This is an optimization exercise on Yosys and OpenROAD, whose aim is small area, not a production implementation. Function was checked by simulation only, so behaviour that the tests miss may differ from the original.

==> flow/design.v, too long to show whole: its modules and the start of the top module <==
// module top: 58 lines
// module dly: 19 lines
// module tdl: 15 lines
// module fmul: 597 lines
// module gk_fast: 131 lines
// module gk_small: 137 lines
// module cu: 95 lines
// module padd: 35 lines
// module CORDIC_ARRAY: 48 lines
// module BACKSUB: 68 lines
// module rcp: 54 lines
module top (
  input         Clk,
  input         Reset,   
  input         InValid,
  input  [19:0] InData1,
  input  [19:0] InData2,
  input  [19:0] InData3,
  input  [19:0] InData4,
  output        OutValid,
  output [19:0] OutData1,
  output [19:0] OutData2,
  output [19:0] OutData3,
  output [19:0] OutData4
);
  // ...
==> flow/run.sh <==
#!/bin/bash
# synth_recipe.tcl (not shown) runs the flow's synth.tcl, then flattens the netlist and writes it again
# the make line also repeats each setting of config.mk as NAME=value (left out here)
make -C /OpenROAD-flow-scripts/flow DESIGN_CONFIG=/design/flow/config.mk WORK_HOME=/design/flow/orfs CLKGATE_MAP_FILE= SYNTH_SCRIPT=/design/flow/synth_recipe.tcl finish
==> flow/config.mk <==
export PLATFORM = sky130hd
export DESIGN_NAME = top
export DESIGN_NICKNAME = top
export VERILOG_FILES = /design/flow/design.v
export SDC_FILE = /design/flow/constraint.sdc
export NUM_CORES = 8
export LEC_CHECK = 0
export ABC_AREA = 1
export CAP_MARGIN = 20
export CORE_MARGIN = 2
export CORE_UTILIZATION = 55
export CTS_CLUSTER_DIAMETER = 120
export CTS_CLUSTER_SIZE = 22
export PLACE_DENSITY = 0.72
export SLEW_MARGIN = 20
==> flow/constraint.sdc <==
create_clock -name core_clock -period 11.0 [get_ports {Clk}]
set_input_delay 2.2000 -clock core_clock [delete_from_list [all_inputs] [get_ports {Clk}]]
set_output_delay 2.2000 -clock core_clock [all_outputs]
set_load 0.01 [all_outputs]
==> notes.md, run 1 <==
gpl congestion roughly 0.96; status finished clean; fmax just over 90 MHz; total routed wirelength around 810 mm; dpl hpwl roughly 670 mm; Tap Count about 7500; Arrival @ worst endpoint about 8.5 ns; met1 Track Usage GR between 30% and 40%; Multi-input gate area ~0.21 mm^2; CTS tree built; Yosys top cell area share about a fifth; mux share of post-synthesis cell area 0.194%; top cells by area, synth dfxtp_1 (21%), ha_1 (16%), fa_1 (13%), nand2_1 (8.6%), inv_1 (8.4%); ys async rst share 1.27%; grt met2 use about 50%; fraction of the mapped netlist area in simple logic gates ~15%; Post-CTS Setup Bufs 4; max incr delay on CP between 0.5 and 0.6 ns; Seq cells post-synth approximately 3500; Synth Area in Adders around 30%; layout cells sized above 1 a little under 5%; crit path buf inv count 7; startpoint of the worst hold path arr.u3.pr[15].r.rx[17]; met2 routed WL 396 mm; CLK BUF approximately 250; Reg-to-Reg End bs.acc[15]; Clock Skew approximately 0.12 ns; maxcap violations 0; Post-synth EDFFs 230; CP Launch Point tl[38]; worst setup path endpoint OutData1[18]; Leading cell kind multi-input combinational cells; final cell count without fillers around 47000
==> run 2, diff against run 1 <==
--- a/flow/config.mk
+++ b/flow/config.mk
@@ -9,7 +9,7 @@
 export CAP_MARGIN = 20
 export CORE_MARGIN = 2
-export CORE_UTILIZATION = 55
+export CORE_UTILIZATION = 65
 export CTS_CLUSTER_DIAMETER = 120
 export CTS_CLUSTER_SIZE = 22
-export PLACE_DENSITY = 0.72
+export PLACE_DENSITY = 0.8
 export SLEW_MARGIN = 20
==> run 2 against run 1 <==
Compared with the run above: global-route usage rose by 5.4 points; first-iteration DRC count rose by 11%; non-clock buffer count fell by 49; register-to-register slack got worse by 0.24 ns; clock skew rose by 0.019 ns; critical path depth rose by 2; final cell count fell by 2.7%; synthesized cell count did not move.
==> notes.md, run 2 <==
status finished clean (unchanged); die height 694 um (was 754 um); Ys Warns 21 (unchanged); Core Region 0.475 mm^2 (was 0.561 mm^2); Multi-input gate area 0.209 mm^2 (was 0.208 mm^2); Arrival @ worst endpoint 8.47 ns (was 8.53 ns); grt met2 use 58.9% (was 49.9%); # IOs 164 (unchanged); Clock Skew 0.138 ns (was 0.119 ns); Storage cell area 0.0735 mm^2 (about the same); die width 694 um (was 754 um); critical path class reg2out (unchanged); hold_buf cts 0 (unchanged); final-report hold violation count 0 (unchanged); initial antenna violation count 15 (was 11); vias in the first global route 254000 (was 248000); number of fill cells 39000 (was 50800); largest reg by FF count bs.l1.r (unchanged); max incr delay on CP 0.56 ns (about the same); routed via count 255000 (was 251000); gr usage total 33.1% (was 27.7%); synthesized net count 44800 (unchanged); gpl congestion 0.965 (was 0.960); Largest regs bs.l1.r x480, bs.l2.r x300, arr.d_a4.s.r x240 (unchanged); crit path max-delay cell type clkdlybuf4s50_1 (was dfrtp_2); Antenna Nets Post-Route 0 (unchanged); Layout Nets 45100 (was 45200); met1 Track Usage GR 40.8% (was 34.7%); Final Max Tran Viols 0 (unchanged); most common cell in the netlist nand2_1 (unchanged); top cells by area, synth dfxtp_1 (21%), ha_1 (16%), fa_1 (13%), nand2_1 (8.6%), inv_1 (8.4%) (unchanged); max_slew headroom 24.0% (was 31.3%); fin crit share 97.0% (was 97.5%); register area share after synthesis 23.7% (unchanged); first-pass GRT wire length 1300 mm (was 1290 mm); Yosys top cell area share 21.1% (unchanged); clock tree buffer depth 4 (unchanged); Place WS -0.327 ns (was -0.428 ns); HP Class reg2reg (unchanged); post-DR wirelength/cell 18.0 um (was 17.3 um); min cycle time layout 10.67 ns (was 10.73 ns); clock-pin slew on the worst setup and hold paths 0.09 ns (about the same); WHS 0.223 ns (was 0.256 ns); H-tree Lvls 4 (unchanged); Post-Syn Area 0.310 mm^2 (unchanged); first-pass iteration count of the detailed router 7 (was 6); total routed wirelength 814 mm (was 807 mm); startpoint types flop (unchanged); Via density 5.62 (was 5.39); area grow syn2layout 6.22% (was 6.79%); maxcap violations 0 (unchanged); Critical Path RT 8.80 ns (about the same); ys async rst share 1.27% (unchanged); max reg flops 480 (unchanged); fmax 93.7 MHz (was 93.2 MHz); Num CTS Buffers 201 (was 204); commonest non-fill, non-tap cell in the layout nand2_1 (unchanged); largest net degree at the start of global routing 58 (was 78); Initial Utilization 65.3% (was 55.2%); Clk Latency, worst-skew pair 1.04 ns (was 1.07 ns); crit path capture type primary output (unchanged); layout cells sized above 1 4.74% (was 4.88%); Syn Inst Count 38700 (unchanged); Seq cells post-synth 3542 (unchanged); dpl hpwl 668 mm (was 671 mm); most used routing layer met2 (unchanged); Yosys cell types 85 (unchanged); final worst setup slack 0.327 ns (was 0.272 ns); CTS tree built (unchanged); Synth area leader dfxtp_1 (unchanged); Rows 253 (was 275); die area 0.482 mm^2 (was 0.569 mm^2); syn avg cell area 8.01 um^2 (unchanged); clock root buffer clkbuf_16 (unchanged); CP Max Fanout 18 (was 28); drc violations 0 (unchanged); Top FF cell, synth dfxtp_1 (unchanged); Post-synth EDFFs 230 (unchanged); most frequent cells in the layout nand2_1 (7067), inv_1 (6905), ha_1 (4008) (was nand2_1 (7059), inv_1 (6902), ha_1 (4008)); clock sink count 3542 (unchanged); number of DRC markers in iteration 0 18800 (was 17000); crit-path most repeated cell fa_1; grt total ovfl 0 (unchanged); PortBufs 163 (unchanged); Worst Tran Pin Value 1.13 ns (was 1.02 ns); Final setup viols 0 (unchanged); Post-synth top cells nand2_1 (7087), inv_1 (6935), ha_1 (4011) (unchanged); met3 usage 3.05% (was 2.36%)
==> run 2: cell count changes in the layout (fill, tap and decap cells not counted), sizes merged <==
cell           before   now
buf               613   565
bufinv              3     2
clkbuf            253   257
clkdlybuf4s50     161   160
clkinv             59    55
clkinvlp           23    27
diode               7     4
dlymetal6s2s        1     2
o21ai            3070  3071
==> run 2: area by class of cell <==
cell class                      count  share of cell area [%]
Tap cell                         6247                    2.38
Inverter                         7078                    8.11
Multi-Input combinational cell  27400                    63.4
Clock buffer                      257                    1.65
Timing Repair inverter              7                  0.0152
Timing Repair Buffer              727                    1.86
Sequential cell                  3542                    22.3
Antenna cell                        4                 0.00304
Clock inverter                     50                   0.232
==> run 2: timing repair <==
action	in CTS	in global routing
pin swaps	0	47
setup buffers	7	126
resized for setup	46	587
gates cloned	1	11
endpoints found under the setup margin	63	633
hold endpoints to repair	0	0
==> run 2: stage by stage <==
step	cell area, um^2	std cells	setup TNS, ns	utilization [%]
finish	329000	45300	0	69.3
global route	329000	45300	-0.984	69.3
detailed placement	320000	44900	-7.30	67.4
global placement	320000	44900	-0.0706	67.4
floorplan	310000	38700	0	-
CTS	326000	45200	0	68.7
==> run 2: final timing paths <==
kind                                        from                  to  cells after the start  slack [ns]
min in group asynchronous                  Reset              tl[12]                      1        1.33
hold / removal             arr.u4.pr[15].r.ry[5]  arr.d_y4.s.r[0][5]                      0        0.22
setup / recovery                          tl[40]        OutData1[17]                     30        0.33
hold reg to reg            arr.u4.pr[15].r.ry[5]  arr.d_y4.s.r[0][5]                      0        0.22
setup reg to reg                          tl[41]          bs.acc[19]                     44        0.43
max in group asynchronous                  Reset               tl[1]                      2        8.29
==> run 2: logic make-up (layout without fill, tap and decap cells) <==
family	after synthesis	count (layout)	share of synthesized area, %
mux	60	60	0.194
fa+ha+maj	6083	6083	29.6
other cells	0	4	0
compound gates	6900	6902	12.7
simple gates	11200	11200	15.3
buf+inv	7709	8119	9.51
xor+xnor	3176	3176	8.99
flops	3542	3542	23.7
==> run 2: layer usage <==
metal  wire [um]  share of wire [%]
met2      398000                 49
met3       41700                5.1
met4       39900                4.9
met1      334000                 41
met5          13             0.0016
==> run 2: critical path: cells and delay by family, from the launching register on <==
family,cells,cell delay [ns]
buffers and inverters,8,1.56
and+or+nand+nor,9,1.10
adders and majority gates,7,3.07
xor gates and xnor gates,1,0.19
AOI/OAI and AO/OA,5,0.98
DFF,1,0.53
==> run 3, diff against run 2 <==
--- a/flow/config.mk
+++ b/flow/config.mk
@@ -9,7 +9,7 @@
 export CAP_MARGIN = 20
 export CORE_MARGIN = 2
-export CORE_UTILIZATION = 65
-export CTS_CLUSTER_DIAMETER = 120
-export CTS_CLUSTER_SIZE = 22
-export PLACE_DENSITY = 0.8
+export CORE_UTILIZATION = 40
+export CTS_CLUSTER_DIAMETER = 140
+export CTS_CLUSTER_SIZE = 25
+export PLACE_DENSITY = 0.7
 export SLEW_MARGIN = 20
==> run 3 against run 2 <==
Compared with the run above: maximum frequency is 0.52% lower; first-iteration DRC count is 14% lower; sequential cell count stayed put; register-to-register slack better by 0.14 ns; non-clock buffer count is 43 higher; setup slack worse by 0.056 ns; cell area is 1.4% higher; largest cell class unchanged.
==> notes.md, run 3 <==
status finished clean (unchanged); fin crit share 97.5% (was 97.0%); layout cells sized above 1 4.85% (was 4.74%); max_slew headroom 32.8% (was 24.0%); Rows 323 (was 253); crit path max-delay cell type clkdlybuf4s50_1 (unchanged); H-tree Lvls 4 (unchanged); routed via count 252000 (was 255000); area grow syn2layout 7.73% (was 6.22%); Clock Skew 0.119 ns (was 0.138 ns); Arrival @ worst endpoint 8.53 ns (was 8.47 ns); setup_tns 0 ns (unchanged); post-DR wirelength/cell 16.2 um (was 18.0 um); Layout Nets 45200 (was 45100); Reg-to-Reg End bs.acc[15] (was bs.acc[19]); critical path class reg2out (unchanged); largest reg by FF count bs.l1.r (unchanged); Ys Warns 21 (unchanged); Critical Path RT 8.80 ns (about the same); Yosys cell types 85 (unchanged); CP Max Fanout 14 (was 18); clock tree buffer depth 4 (unchanged); total routed wirelength 800 mm (was 814 mm); crit-path leading delay family adder cells (unchanged); crit-path most repeated cell fa_1 (unchanged); maxcap violations 0 (unchanged); Yosys top cell area share 21.1% (unchanged); Seq cells post-synth 3542 (unchanged); HP Class reg2reg (unchanged); Final setup viols 0 (unchanged); Post-synth EDFFs 230 (unchanged); Initial Utilization 40.1% (was 65.3%); top cells by area, synth dfxtp_1 (21%), ha_1 (16%), fa_1 (13%), nand2_1 (8.6%), inv_1 (8.4%) (unchanged); synthesized net count 44800 (unchanged); Synth area leader dfxtp_1 (unchanged); startpoint types flop (unchanged); clock sink count 3542 (unchanged); drc violations 0 (unchanged); first-pass GRT wire length 1290 mm (was 1300 mm); final worst setup slack 0.271 ns (was 0.327 ns); die area 0.781 mm^2 (was 0.482 mm^2); clock-pin slew on the worst setup and hold paths 0.11 ns (was 0.09 ns); Antenna Nets Post-Route 0 (unchanged); largest net degree at the start of global routing 58 (unchanged); hold_buf cts 0 (unchanged); most common cell in the netlist nand2_1 (unchanged); R2R depth 46 (was 44); CTS tree built (unchanged); Syn Inst Count 38700 (unchanged); Multi-input gate area 0.209 mm^2 (about the same); Final Max Tran Viols 0 (unchanged); PortBufs 163 (unchanged); Via density 5.10 (was 5.62); Top FF cell, synth dfxtp_1 (unchanged); die height 884 um (was 694 um); number of DRC markers in iteration 0 16200 (was 18800); crit path buf inv count 7 (was 8); Storage cell area 0.0735 mm^2 (about the same); startpoint of the worst hold path arr.u6.pr[15].r.rx[7] (was arr.u4.pr[15].r.ry[5]); die width 884 um (was 694 um); most frequent cells in the layout nand2_1 (7053), inv_1 (6906), ha_1 (4008) (was nand2_1 (7067), inv_1 (6905), ha_1 (4008)); number of fill cells 76000 (was 39000); Place WS -0.837 ns (was -0.327 ns); ys async rst share 1.27% (unchanged); grt total ovfl 0 (unchanged); Worst Tran Pin Value 1.01 ns (was 1.13 ns); # IOs 164 (unchanged); fmax 93.2 MHz (was 93.7 MHz); gr usage total 19.8% (was 33.1%); RSZ-0062 raised after global routing true; Clk Latency, worst-skew pair 1.04 ns (about the same); commonest non-fill, non-tap cell in the layout nand2_1 (unchanged); Num CTS Buffers 177 (was 201); final-report hold violation count 0 (unchanged); Post-Syn Area 0.310 mm^2 (unchanged); register area share after synthesis 23.7% (unchanged); Final Util 43.2% (was 69.3%); syn avg cell area 8.01 um^2 (unchanged); crit path capture type primary output (unchanged); min cycle time layout 10.73 ns (was 10.67 ns); max incr delay on CP 0.66 ns (was 0.56 ns); Hold Crit Depth 0 (unchanged); r2r startpoint tl[41] (unchanged); Largest regs bs.l1.r x480, bs.l2.r x300, arr.d_a4.s.r x240 (unchanged); dpl hpwl 664 mm (was 668 mm); initial antenna violation count 21 (was 15); WHS 0.235 ns (was 0.223 ns); Core Region 0.773 mm^2 (was 0.475 mm^2); gpl congestion 0.931 (was 0.965); r2r setup slk 0.57 ns (was 0.43 ns); max reg flops 480 (unchanged); Post-synth top cells nand2_1 (7087), inv_1 (6935), ha_1 (4011) (unchanged); first-pass iteration count of the detailed router 8 (was 7); clock root buffer clkbuf_16 (unchanged); vias in the first global route 251000 (was 254000); Hold Path End bs.l3.r[7] (was arr.d_y4.s.r[0][5])
-- run 3: cell types whose count changed in the layout (fill, tap and decap cells not counted), moves of 6 or more --
cell       change
xnor2_1        -7
buf_6          +6
xnor2_2        +7
nand2_2       +18
clkbuf_16     -25
o21ai_0       -15
o21ai_2        +9
nand2_1       -14
inv_2          -7
clkbuf_1       +6
diode_2        +6
o21ai_1        +8
buf_4         +39
-- run 3: kinds of logic after synthesis --
logic type,synth area share [%]
flip-flops,23.7
buffers and inverters,9.51
AO/OA/AOI/OAI,12.7
multiplexers,0.194
XOR/XNOR,8.99
AND/OR/NAND/NOR,15.3
adder cells (fa/ha/maj),29.6
-- run 3: worst max path at each step --
stage / start / endpoint / cells past startpoint
detailed placement: bs.u_rcp.sg[2].mid.r_dvs[2] / bs.u_rcp.sg[3].mid.r_rem[2] / 64
global placement: bs.u_rcp.sg[2].mid.r_dvs[2] / bs.u_rcp.sg[3].mid.r_rem[2] / 64
finish: tl[40] / OutData1[14] / 29
global route: arr.d_a4.s.r[11][13] / arr.u3.pr[2].r.rx[15] / 71
CTS: bs.u_rcp.sg[1].mid.r_dvs[2] / bs.u_rcp.sg[2].mid.r_rem[16] / 62
floorplan: arr.u3.pr[15].r.ry[1] / arr.u5.pr[2].r.rx[15] / 74
-- run 3: layer usage --
layer  up-vias  track usage, %  share of wire (%)  wire length, um
met5         -               0             0.0060               48
met4         8            6.33                3.6            28900
met3      1446            1.75                4.5            35600
met2      5998            36.0                 49           395000
met1    119000            24.7                 43           341000
li1     125000               -                  -                -
-- run 3: layout make-up --
cell class | count | share of cell area, %
Timing Repair Buffer | 770 | 1.94
Clock inverter | 42 | 0.196
Multi-Input combinational cell | 27400 | 62.6
Sequential cell | 3542 | 22.0
Antenna cell | 10 | 0.00750
Clock buffer | 233 | 1.42
Timing Repair inverter | 5 | 0.0105
Inverter | 7078 | 8.00
Tap cell | 10200 | 3.84
-- run 3: timing repair --
action / CTS / global route
pin swaps: 1 / 52
endpoints found under the setup margin: 66 / 622
setup buffers: 11 / 138
gates resized for setup: 62 / 607
gates cloned: 6 / 8
-- run 3: per-stage QoR --
stage	cell area, um^2	instances
CTS	331000	49200
detailed placement	325000	48900
global route	334000	49300
floorplan	310000	38700
finish	334000	49300
global placement	325000	48900
-- run 3: worst reg2reg max path: cells and delay by family (launching register included) --
kind,cells,cell delay [ns]
buffers and inverters,12,1.66
AND/OR/NAND/NOR,11,1.51
AO/OA/AOI/OAI,12,2.53
XOR/XNOR,3,0.57
flip-flops,1,0.59
adder cells (fa/ha/maj),8,3.36
==> module top, before the edit <==
module top (
  input         Clk,
  input         Reset,   
  input         InValid,
  input  [19:0] InData1,
  input  [19:0] InData2,
  input  [19:0] InData3,
  input  [19:0] InData4,
  output        OutValid,
  output [19:0] OutData1,
  output [19:0] OutData2,
  output [19:0] OutData3,
  output [19:0] OutData4
);
  localparam [15:0] PR1 = 16'b1010010010010010;
  localparam [15:0] PR2 = 16'b1100100100100100;
  localparam [15:0] PR3 = 16'b1100100100100100;
  localparam [15:0] PR4 = 16'b1100100100100100;
  localparam [15:0] PR5 = 16'b1100100100100100;
  localparam [15:0] PR6 = 16'b1100100100100100;
  localparam D = 5;
  function integer pc(input [15:0] v);
    integer i;
    begin
      pc = 0;
      for (i = 0; i < 16; i = i + 1) if (v[i]) pc = pc + 1;
    end
  endfunction
  localparam T1 = pc(PR1);
  localparam T2 = T1 + pc(PR2);
  localparam T3 = T2 + pc(PR3);
  localparam T4 = T2 + pc(PR4);
  localparam IN5 = (T3 > T4) ? T3 : T4;
  localparam T5 = IN5 + pc(PR5);
  localparam T6 = T5 + pc(PR6);
  localparam TL = T6 + 3 + D + 7;
  reg          inv_q;
  reg [TL-1:1] tl;
  wire [TL-1:0] vt = {tl, InValid & ~inv_q};
  always @(posedge Clk or negedge Reset) begin
    if (!Reset) begin
      inv_q <= 1'b0;
      tl    <= 0;
    end else begin
      inv_q <= InValid;
      tl    <= vt[TL-2:0];
    end
  end
  wire [19:0] r1, r2, r3, r4;
  CORDIC_ARRAY #(.PR1(PR1), .PR2(PR2), .PR3(PR3), .PR4(PR4), .PR5(PR5), .PR6(PR6), .TL(TL)) arr (
    .Clk(Clk), .vt(vt),
    .a1(InData1), .a2(InData2), .a3(InData3), .a4(InData4),
    .r1(r1), .r2(r2), .r3(r3), .r4(r4));
  BACKSUB #(.T3(T3), .T5(T5), .T6(T6), .D(D), .TL(TL)) bs (
    .Clk(Clk), .vt(vt), .r1(r1), .r2(r2), .r3(r3), .r4(r4),
    .OutValid(OutValid), .OutData1(OutData1), .OutData2(OutData2),
    .OutData3(OutData3), .OutData4(OutData4));
endmodule
==> module cu, before the edit <==
module cu #(
  parameter [15:0] PR = 16'h8000,
  parameter NS = 2,
  parameter GS = 0               
) (
  input             Clk,
  input  [NS-1:0]   vs,
  input  [19:0]     xi,
  input  [19:0]     yi,
  output [19:0]     xo,
  output [19:0]     yo
);
  function integer nreg(input integer p);
    integer i;
    begin
      nreg = 0;
      for (i = 0; i < p; i = i + 1) if (PR[i]) nreg = nreg + 1;
    end
  endfunction
  wire [19:0] x [0:16];
  wire [19:0] y [0:16];
  wire [19:0] px [0:15];
  wire [19:0] py [0:15];
  wire fz [0:16];
  wire pfz [0:15];
  assign x[0] = xi;
  assign y[0] = yi;
  assign fz[0] = 1'b0;
  wire v0 = vs[nreg(0)];
  wire [19:0] X = x[0];
  wire [19:0] Y = y[0];
  reg  r_mem, en0_mem, d0_mem;
  wire yz0   = (Y == 20'd0);
  wire ymin0 = Y[19] & (Y[18:0] == 19'd0);
  wire r     = v0 ? X[19] : r_mem;
  wire d0v   = X[19] ? (Y[19] & ~ymin0) : ~Y[19];    
  wire en0   = v0 | en0_mem;
  wire d0    = v0 ? d0v : d0_mem;
  always @(posedge Clk) if (v0) begin r_mem <= X[19]; en0_mem <= ~yz0; d0_mem <= d0v; end
  wire n1 = r ^ ~d0;                  
  wire n2 = r ^ d0;                   
  wire [19:0] ox = {20{en0}} & (Y ^ {20{n1}});
  wire [19:0] oy = {20{en0}} & (X ^ {20{n2}});
  assign px[0] = (X ^ {20{r}}) + ox + r + (en0 & n1);
  assign py[0] = (Y ^ {20{r}}) + oy + r + (en0 & n2);
  assign pfz[0] = yz0;
  genvar p;
  generate for (p = 1; p <= 14; p = p + 1) begin : st
    localparam S = p;
    wire v = vs[nreg(p)];
    wire signed [19:0] xx = x[p];
    wire signed [19:0] yy = y[p];
    wire signed [19:0] xsh = xx >>> S;
    wire signed [19:0] ysh = yy >>> S;
    reg  en_mem, d_mem;
    wire yz  = (yy == 20'd0);
    wire en  = v ? ~fz[p] : en_mem;
    wire d   = v ? ~yy[19] : d_mem;
    always @(posedge Clk) if (v) begin en_mem <= ~(fz[p] | yz); d_mem <= ~yy[19]; end
    assign pfz[p] = fz[p] | yz;
    wire [19:0] opx = {20{en}} & (ysh ^ {20{~d}});
    wire [19:0] opy = {20{en}} & (xsh ^ {20{d}});
    wire [19:0] sx, sy;
    padd #(20) ax (xx, opx, en & ~d, sx);
    padd #(20) ay (yy, opy, en & d, sy);
    assign px[p] = sx;
    assign py[p] = sy;
  end endgenerate
  generate
    if (GS) begin : gs
      gk_small gx (x[15], px[15]);
      gk_small gy (y[15], py[15]);
    end else begin : gf
      gk_fast gx (x[15], px[15]);
      gk_fast gy (y[15], py[15]);
    end
  endgenerate
  assign pfz[15] = fz[15];
  generate for (p = 0; p <= 15; p = p + 1) begin : pr
    if (PR[p]) begin : r
      reg [19:0] rx, ry;
      reg        rz;
      always @(posedge Clk) begin rx <= px[p]; ry <= py[p]; rz <= pfz[p]; end
      assign x[p+1] = rx;
      assign y[p+1] = ry;
      assign fz[p+1] = rz;
    end else begin : w
      assign x[p+1] = px[p];
      assign y[p+1] = py[p];
      assign fz[p+1] = pfz[p];
    end
  end endgenerate
  assign xo = x[16];
  assign yo = y[16];
endmodule
==> module BACKSUB, before the edit <==
module BACKSUB #(
  parameter T3 = 0, T5 = 0, T6 = 0, D = 4, TL = 64
) (
  input           Clk,
  input  [TL-1:0] vt,
  input  [19:0]   r1, r2, r3, r4,
  output          OutValid,
  output [19:0]   OutData1, OutData2, OutData3, OutData4
);
  localparam TA = T6 + 3 + D;           
  localparam N1 = TA + 5 - (T3 + 1);    
  localparam N2 = TA + 3 - (T5 + 2);    
  localparam N3 = TA + 1 - (T6 + 3);    
  wire [20*N1-1:0] d1;
  wire [20*N2-1:0] d2;
  wire [20*N3-1:0] d3;
  tdl #(20, N1) l1 (Clk, r1, d1);
  tdl #(20, N2) l2 (Clk, r2, d2);
  tdl #(20, N3) l3 (Clk, r3, d3);
  wire [19:0] R11 = d1[20*((T6+9)-(T3))-1 -: 20];
  wire [19:0] R12 = d1[20*((TA+5)-(T3+1))-1 -: 20];
  wire [19:0] R13 = d1[20*((TA+4)-(T3+2))-1 -: 20];
  wire [19:0] R14 = d1[20*((TA+2)-(T3+3))-1 -: 20];
  wire [19:0] z1  = d1[20*((TA+2)-(T3+4))-1 -: 20];
  wire [19:0] R22 = d2[20*((T6+7)-(T5+1))-1 -: 20];
  wire [19:0] R23 = d2[20*((TA+3)-(T5+2))-1 -: 20];
  wire [19:0] R24 = d2[20*((TA+3)-(T5+3))-1 -: 20];
  wire [19:0] z2  = d2[20*((TA+3)-(T5+4))-1 -: 20];
  wire [19:0] R33 = d3[20*((T6+5)-(T6+2))-1 -: 20];
  wire [19:0] R34 = d3[20*((TA+1)-(T6+3))-1 -: 20];
  wire [19:0] z3  = d3[20*((TA+1)-(T6+4))-1 -: 20];
  reg  [19:0] z4;
  always @(posedge Clk) if (vt[T6+4]) z4 <= r4;    
  wire s_r44 = vt[T6+3], s_r33 = vt[T6+5], s_r22 = vt[T6+7];
  wire [19:0] rin = s_r44 ? r4 : s_r33 ? R33 : s_r22 ? R22 : R11;
  wire [19:0] rout;
  rcp #(D) u_rcp (.Clk(Clk), .in(rin), .out(rout));
  wire t0 = vt[TA], t1 = vt[TA+1], t2 = vt[TA+2], t3 = vt[TA+3];
  wire t4 = vt[TA+4], t5 = vt[TA+5], t6 = vt[TA+6];
  reg [19:0] x4r, x3r, x2r, x4o, tr, acc;
  wire [19:0] ma1 = t3 ? x4r : rout;
  wire [19:0] ma2 = t0 ? z4 : t3 ? R24 : (t2 | t4) ? tr : acc;
  wire [19:0] mb1 = (t1 | t2) ? x4r : (t3 | t4) ? x3r : x2r;
  wire [19:0] mb2 = t1 ? R34 : t2 ? R14 : t3 ? R23 : t4 ? R13 : R12;
  wire [19:0] pa, pb;
  fmul ua (.a(ma1), .b(ma2), .p(pa));
  fmul ub (.a(mb1), .b(mb2), .p(pb));
  wire [19:0] base = t1 ? z3 : t2 ? z1 : t3 ? z2 : acc;
  wire [19:0] npa = ~(t3 ? pa : 20'd0);
  wire [19:0] npb = ~pb;
  wire [19:0] cs_s = base ^ npa ^ npb;
  wire [19:0] cs_c = (base & npa) | (base & npb) | (npa & npb);
  wire [19:0] sub;
  padd #(20) u_sub (cs_s, {cs_c[18:0], 1'b1}, 1'b1, sub);
  always @(posedge Clk) begin
    if (t0) x4r <= pa;
    if (t2) x3r <= pa;
    if (t4) x2r <= pa;
    if (t5) x4o <= x4r;
    if (t1 | t3) tr <= sub;
    if (t2 | t4 | t5) acc <= sub;
  end
  assign OutValid = t6;
  assign OutData1 = pa;
  assign OutData2 = x2r;
  assign OutData3 = x3r;
  assign OutData4 = x4o;
endmodule
==> run 4, diff against run 3 <==
--- a/flow/design.v
+++ b/flow/design.v
@@ -19,5 +19,5 @@
   localparam [15:0] PR5 = 16'b1100100100100100;
   localparam [15:0] PR6 = 16'b1100100100100100;
-  localparam D = 5;
+  localparam D = 6;
   function integer pc(input [15:0] v);
     integer i;
@@ -34,5 +34,5 @@
   localparam T5 = IN5 + pc(PR5);
   localparam T6 = T5 + pc(PR6);
-  localparam TL = T6 + 3 + D + 7;
+  localparam TL = T6 + 3 + D + 8;
   reg          inv_q;
   reg [TL-1:1] tl;
@@ -1019,6 +1019,11 @@
     wire [19:0] opy = {20{en}} & (xsh ^ {20{d}});
     wire [19:0] sx, sy;
-    padd #(20) ax (xx, opx, en & ~d, sx);
-    padd #(20) ay (yy, opy, en & d, sy);
+    if (S >= 6) begin : sa
+      sadd #(20, 20 - S) ax (xx, opx[19-S:0], opx[19], en & ~d, sx);
+      sadd #(20, 20 - S) ay (yy, opy[19-S:0], opy[19], en & d, sy);
+    end else begin : pa
+      padd #(20) ax (xx, opx, en & ~d, sx);
+      padd #(20) ay (yy, opy, en & d, sy);
+    end
     assign px[p] = sx;
     assign py[p] = sy;
@@ -1086,4 +1091,60 @@
   assign s = p ^ {G[LV][W-2:0], ci};
 endmodule
+module sadd #(parameter W = 20, parameter L = 10) (
+  input  [W-1:0] a,
+  input  [L-1:0] bl,
+  input          bm,
+  input          ci,
+  output [W-1:0] s
+);
+  function integer lg2(input integer n);
+    integer k;
+    begin
+      lg2 = 0;
+      for (k = 1; k < n; k = k * 2) lg2 = lg2 + 1;
+    end
+  endfunction
+  localparam K = W - L;
+  localparam LV = lg2(L);
+  wire [L-1:0] p = a[L-1:0] ^ bl;
+  wire [L-1:0] g = a[L-1:0] & bl;
+  wire [L-1:0] G [0:LV];
+  wire [L-1:0] P [0:LV];
+  assign G[0] = {g[L-1:1], g[0] | (p[0] & ci)};
+  assign P[0] = p;
+  genvar i, l;
+  generate for (l = 0; l < LV; l = l + 1) begin : lv
+    for (i = 0; i < L; i = i + 1) begin : b
+      if ((i >> l) & 1) begin : m
+        localparam J = ((i >> l) << l) - 1;
+        assign G[l+1][i] = G[l][i] | (P[l][i] & G[l][J]);
+        assign P[l+1][i] = P[l][i] & P[l][J];
+      end else begin : k
+        assign G[l+1][i] = G[l][i];
+        assign P[l+1][i] = P[l][i];
+      end
+    end
+  end endgenerate
+  assign s[L-1:0] = p ^ {G[LV][L-2:0], ci};
+  generate if (K > 0) begin : hi
+    localparam KV = lg2(K);
+    wire kk = G[LV][L-1] ^ bm;
+    wire [K-1:0] t = a[W-1:L] ^ {K{bm}};
+    wire [K-1:0] A [0:KV];
+    assign A[0] = t;
+    for (l = 0; l < KV; l = l + 1) begin : lv
+      for (i = 0; i < K; i = i + 1) begin : b
+        if ((i >> l) & 1) begin : m
+          localparam J = ((i >> l) << l) - 1;
+          assign A[l+1][i] = A[l][i] & A[l][J];
+        end else begin : k
+          assign A[l+1][i] = A[l][i];
+        end
+      end
+    end
+    wire [K-1:0] pa = {A[KV][K-2:0], 1'b1};
+    assign s[W-1:L] = a[W-1:L] ^ ({K{kk}} & pa);
+  end endgenerate
+endmodule
 module CORDIC_ARRAY #(
   parameter [15:0] PR1 = 16'h0, PR2 = 16'h0, PR3 = 16'h0,
@@ -1173,5 +1234,5 @@
   wire t0 = vt[TA], t1 = vt[TA+1], t2 = vt[TA+2], t3 = vt[TA+3];
   wire t4 = vt[TA+4], t5 = vt[TA+5], t6 = vt[TA+6];
-  reg [19:0] x4r, x3r, x2r, x4o, tr, acc;
+  reg [19:0] x4r, x3r, x2r, x1r, x4o, tr, acc;
   wire [19:0] ma1 = t3 ? x4r : rout;
   wire [19:0] ma2 = t0 ? z4 : t3 ? R24 : (t2 | t4) ? tr : acc;
@@ -1192,10 +1253,11 @@
     if (t2) x3r <= pa;
     if (t4) x2r <= pa;
+    if (t6) x1r <= pa;
     if (t5) x4o <= x4r;
     if (t1 | t3) tr <= sub;
     if (t2 | t4 | t5) acc <= sub;
   end
-  assign OutValid = t6;
-  assign OutData1 = pa;
+  assign OutValid = vt[TA+7];
+  assign OutData1 = x1r;
   assign OutData2 = x2r;
   assign OutData3 = x3r;
--- a/flow/config.mk
+++ b/flow/config.mk
@@ -10,6 +10,3 @@
 export CORE_MARGIN = 2
 export CORE_UTILIZATION = 40
-export CTS_CLUSTER_DIAMETER = 140
-export CTS_CLUSTER_SIZE = 25
-export PLACE_DENSITY = 0.7
 export SLEW_MARGIN = 20
==> run 4 against run 3 <==
Compared with the run above: via count is 1.7% lower; utilization rose by 2.6 points; die area shrank 3.0%; non-clock buffer count is 1007 higher; sequential share of layout area rose by 0.22 points; clock skew grew 0.014 ns; count of clock-buffer cells in the layout grew 283; setup slack lost 0.0068 ns; hold slack better by 0.0045 ns; register-to-register slack worse by 0.31 ns; wire length increased by 1.9%; critical endpoint is now arr.u3.pr[2].r.rx[16].
==> notes.md, run 4 <==
layout cells sized above 1 10.7% (was 4.85%); maxcap violations 0 (unchanged); dpl cell area 0.322 mm^2 (was 0.325 mm^2); Critical Path RT 11.88 ns (was 8.80 ns); die width 871 um (was 884 um); R2R depth 83 (was 46); CTS tree built (unchanged); Clk Latency, worst-skew pair 1.10 ns (was 1.04 ns); Worst Tran Pin Value 1.04 ns (was 1.01 ns); placed cells 49000 (was 48900); Initial Utilization 40.1% (about the same); syn avg cell area 7.84 um^2 (was 8.01 um^2); commonest non-fill, non-tap cell in the layout nand2_1 (unchanged); min cycle time layout 10.74 ns (was 10.73 ns); Final setup viols 0 (unchanged); max incr delay on CP 0.52 ns (was 0.66 ns); Yosys top cell area share 22.5% (was 21.1%); hold_buf cts 0 (unchanged); Post-synth EDFFs 250 (was 230); crit path capture type flop (was primary output); ys async rst share 1.28% (was 1.27%); status finished clean (unchanged); clock root buffer clkbuf_16 (unchanged); Post-Syn Area 0.300 mm^2 (was 0.310 mm^2); H-tree Lvls 5 (was 4); Yosys cell types 84 (was 85); # IOs 164 (unchanged); register area share after synthesis 25.4% (was 23.7%); Clock Skew 0.134 ns (was 0.119 ns); Rows 318 (was 323); crit-path leading delay family compound AO/OA/AOI/OAI gates (was adder cells); Hold Crit Depth 0 (unchanged); clock tree buffer depth 4 (unchanged); dpl hpwl 670 mm (was 664 mm); Layout Nets 44800 (was 45200); Via density 4.94 (was 5.10); Syn Inst Count 38300 (was 38700); post-DR wirelength/cell 16.3 um (was 16.2 um); fmax 93.1 MHz (was 93.2 MHz); Num CTS Buffers 408 (was 177); first-pass GRT wire length 1300 mm (was 1290 mm); crit path buf inv count 7 (unchanged); startpoint of the worst hold path arr.d_y1.s.r[2][9] (was arr.u6.pr[15].r.rx[7]); Ys Warns 30 (was 21); Final Util 45.8% (was 43.2%); Antenna Nets Post-Route 0 (unchanged); gr usage total 20.8% (was 19.8%); number of DRC markers in iteration 0 14500 (was 16200); clock sink count 3673 (was 3542); final-report hold violation count 0 (unchanged); synthesized net count 43300 (was 44800); design area 0.343 mm^2 (was 0.334 mm^2); clock-pin slew on the worst setup and hold paths 0.08 ns (was 0.11 ns); Top FF cell, synth dfxtp_1 (unchanged); largest net degree at the start of global routing 45 (was 58); Post-synth top cells nand2_1 (7881), inv_1 (6669), dfxtp_1 (3376) (was nand2_1 (7087), inv_1 (6935), ha_1 (4011)); max reg flops 500 (was 480); grt total ovfl 0 (unchanged); crit-path most repeated cell nand2_2 (was fa_1); Largest regs bs.l1.r x500, bs.l2.r x320, arr.d_a4.s.r x240 (was bs.l1.r x480, bs.l2.r x300, arr.d_a4.s.r x240); drc violations 0 (unchanged); critical path class reg2reg (was reg2out); die area 0.758 mm^2 (was 0.781 mm^2); PortBufs 163 (unchanged); crit path max-delay cell type fa_2 (was clkdlybuf4s50_1); fin crit share 97.6% (was 97.5%); area grow syn2layout 14.2% (was 7.73%); first-pass iteration count of the detailed router 9 (was 8); max_slew headroom 30.0% (was 32.8%); Arrival @ worst endpoint 11.61 ns (was 8.53 ns); vias in the first global route 244000 (was 251000); die height 871 um (was 884 um); HP Class reg2reg (unchanged); initial antenna violation count 15 (was 21); top cells by area, synth dfxtp_1 (22%), fa_1 (13%), ha_1 (13%), nand2_1 (9.8%), inv_1 (8.3%) (was dfxtp_1 (21%), ha_1 (16%), fa_1 (13%), nand2_1 (8.6%), inv_1 (8.4%)); critical path depth 83 (was 29); Synth area leader dfxtp_1 (unchanged); Core Region 0.749 mm^2 (was 0.773 mm^2); Final Max Tran Viols 0 (unchanged); largest reg by FF count bs.l1.r (unchanged); most common cell in the netlist nand2_1 (unchanged); final cell count without fillers 50100 (was 49300); RSZ-0062 raised after global routing true (unchanged); routed via count 247000 (was 252000); total routed wirelength 815 mm (was 800 mm); most frequent cells in the layout nand2_1 (7685), inv_1 (6587), dfxtp_1 (3358) (was nand2_1 (7053), inv_1 (6906), ha_1 (4008)); Seq cells post-synth 3673 (was 3542); startpoint types flop (unchanged); gpl congestion 0.919 (was 0.931); CP Launch Point arr.d_a4.s.r[11][4] (was tl[40]); CP Max Fanout 6 (was 14); r2r startpoint arr.d_a4.s.r[11][4] (was tl[41])
## run 4: changes by cell type after synthesis, sizes merged, moves of 143 or more
cell   previous run  this run
fa             2072      1929
ha             4011      3026
a21oi          2101      1689
inv            7031      6769
nand2          7178      8083
nor2           1416      1670
xor2           1980      2283
## run 4: final timing paths
check | slack, ns | endpoint
max | 0.26 | arr.u3.pr[2].r.rx[16]
min | 0.24 | arr.d_y1.s.r[3][9]
max reg2reg | 0.26 | arr.u3.pr[2].r.rx[16]
min reg2reg | 0.24 | arr.d_y1.s.r[3][9]
max in group asynchronous | 8.08 | tl[22]
min in group asynchronous | 1.17 | tl[36]
## run 4: cell type report
cell class	count	area, um^2
repair inverters	2	15.0
well taps	9920	12400
fillers	73500	406000
diodes	4	10.0
multi-input cells	27100	200000
inverters	6853	25900
repair buffers	1777	14200
clock buffers	516	11300
flip-flops and latches	3673	76300
clock inverters	242	3190
## run 4: per-stage QoR
stage / setup TNS (ns) / hold slack [ns] / worst slack, ns
after floorplan: 0 / 0.310 / 0.00122
after global placement: -7.30 / 0.310 / -0.866
after detailed placement: -14.32 / 0.312 / -0.468
after CTS: 0 / 0.216 / 0.00182
after global routing: -10.11 / 0.212 / -0.522
final: 0 / 0.239 / 0.264
## run 4: kinds of logic after synthesis
| logic type | after synthesis | synth area share, % |
|---|---|---|
| compound gates | 5995 | 11.1 |
| buf+inv | 7552 | 9.59 |
| simple gates | 12600 | 18.0 |
| mux | 107 | 0.358 |
| flops | 3673 | 25.4 |
| fa+ha+maj | 4955 | 25.5 |
| xor+xnor | 3452 | 10.1 |
## run 4: what timing repair did
action                                  in CTS  in global routing
pin swaps                                   32                533
cloned                                       1                 12
resized for setup                          120               1375
setup buffers                               12                256
endpoints found under the setup margin     121                658
## run 4: routing by layer
metal | vias up | share of wire (%) | track usage (%)
li1 | 125000 | - | -
met1 | 116000 | 44 | 26.3
met2 | 4797 | 49 | 37.4
met3 | 1301 | 3.7 | 1.76
met4 | 2 | 3.7 | 6.76
met5 | - | 0.00086 | 0

==> re-timing with driven ports <==
In the flow no input, the clock included, has a driving cell. The finished layouts below were timed again as built, in two steps. Step 1 sets driving cells, clkbuf_16 on the clock port and buf_2 on the other inputs (assumed; they add their load-dependent delay and slew). Step 2 moves the port delays by t, midway between the first and last clock arrival at a register: inputs arrive t later, outputs are due t later. That takes back most of the time a late clock gives input paths. a / b / c = ideal / step 1 / step 2; a / b = the first two.
run | shift t [ns] | slack for setup (ns) | worst register clock-pin slew, ns
run 1 | 1.116 | 0.272 / 0.149 / 0.244 | 0.11 / 0.11
run 2 | 1.096 | 0.327 / 0.204 / 0.228 | 0.11 / 0.11
run 3 | 1.143 | 0.271 / 0.135 / 0.025 | 0.12 / 0.12
run 4 | 1.152 | 0.264 / 0.264 / 0.075 | 0.09 / 0.09
After both steps setup and hold are still met in every run listed. The setup slack of run 3, which loses most, moves by -0.136 ns with the drivers and by -0.246 ns with both steps.
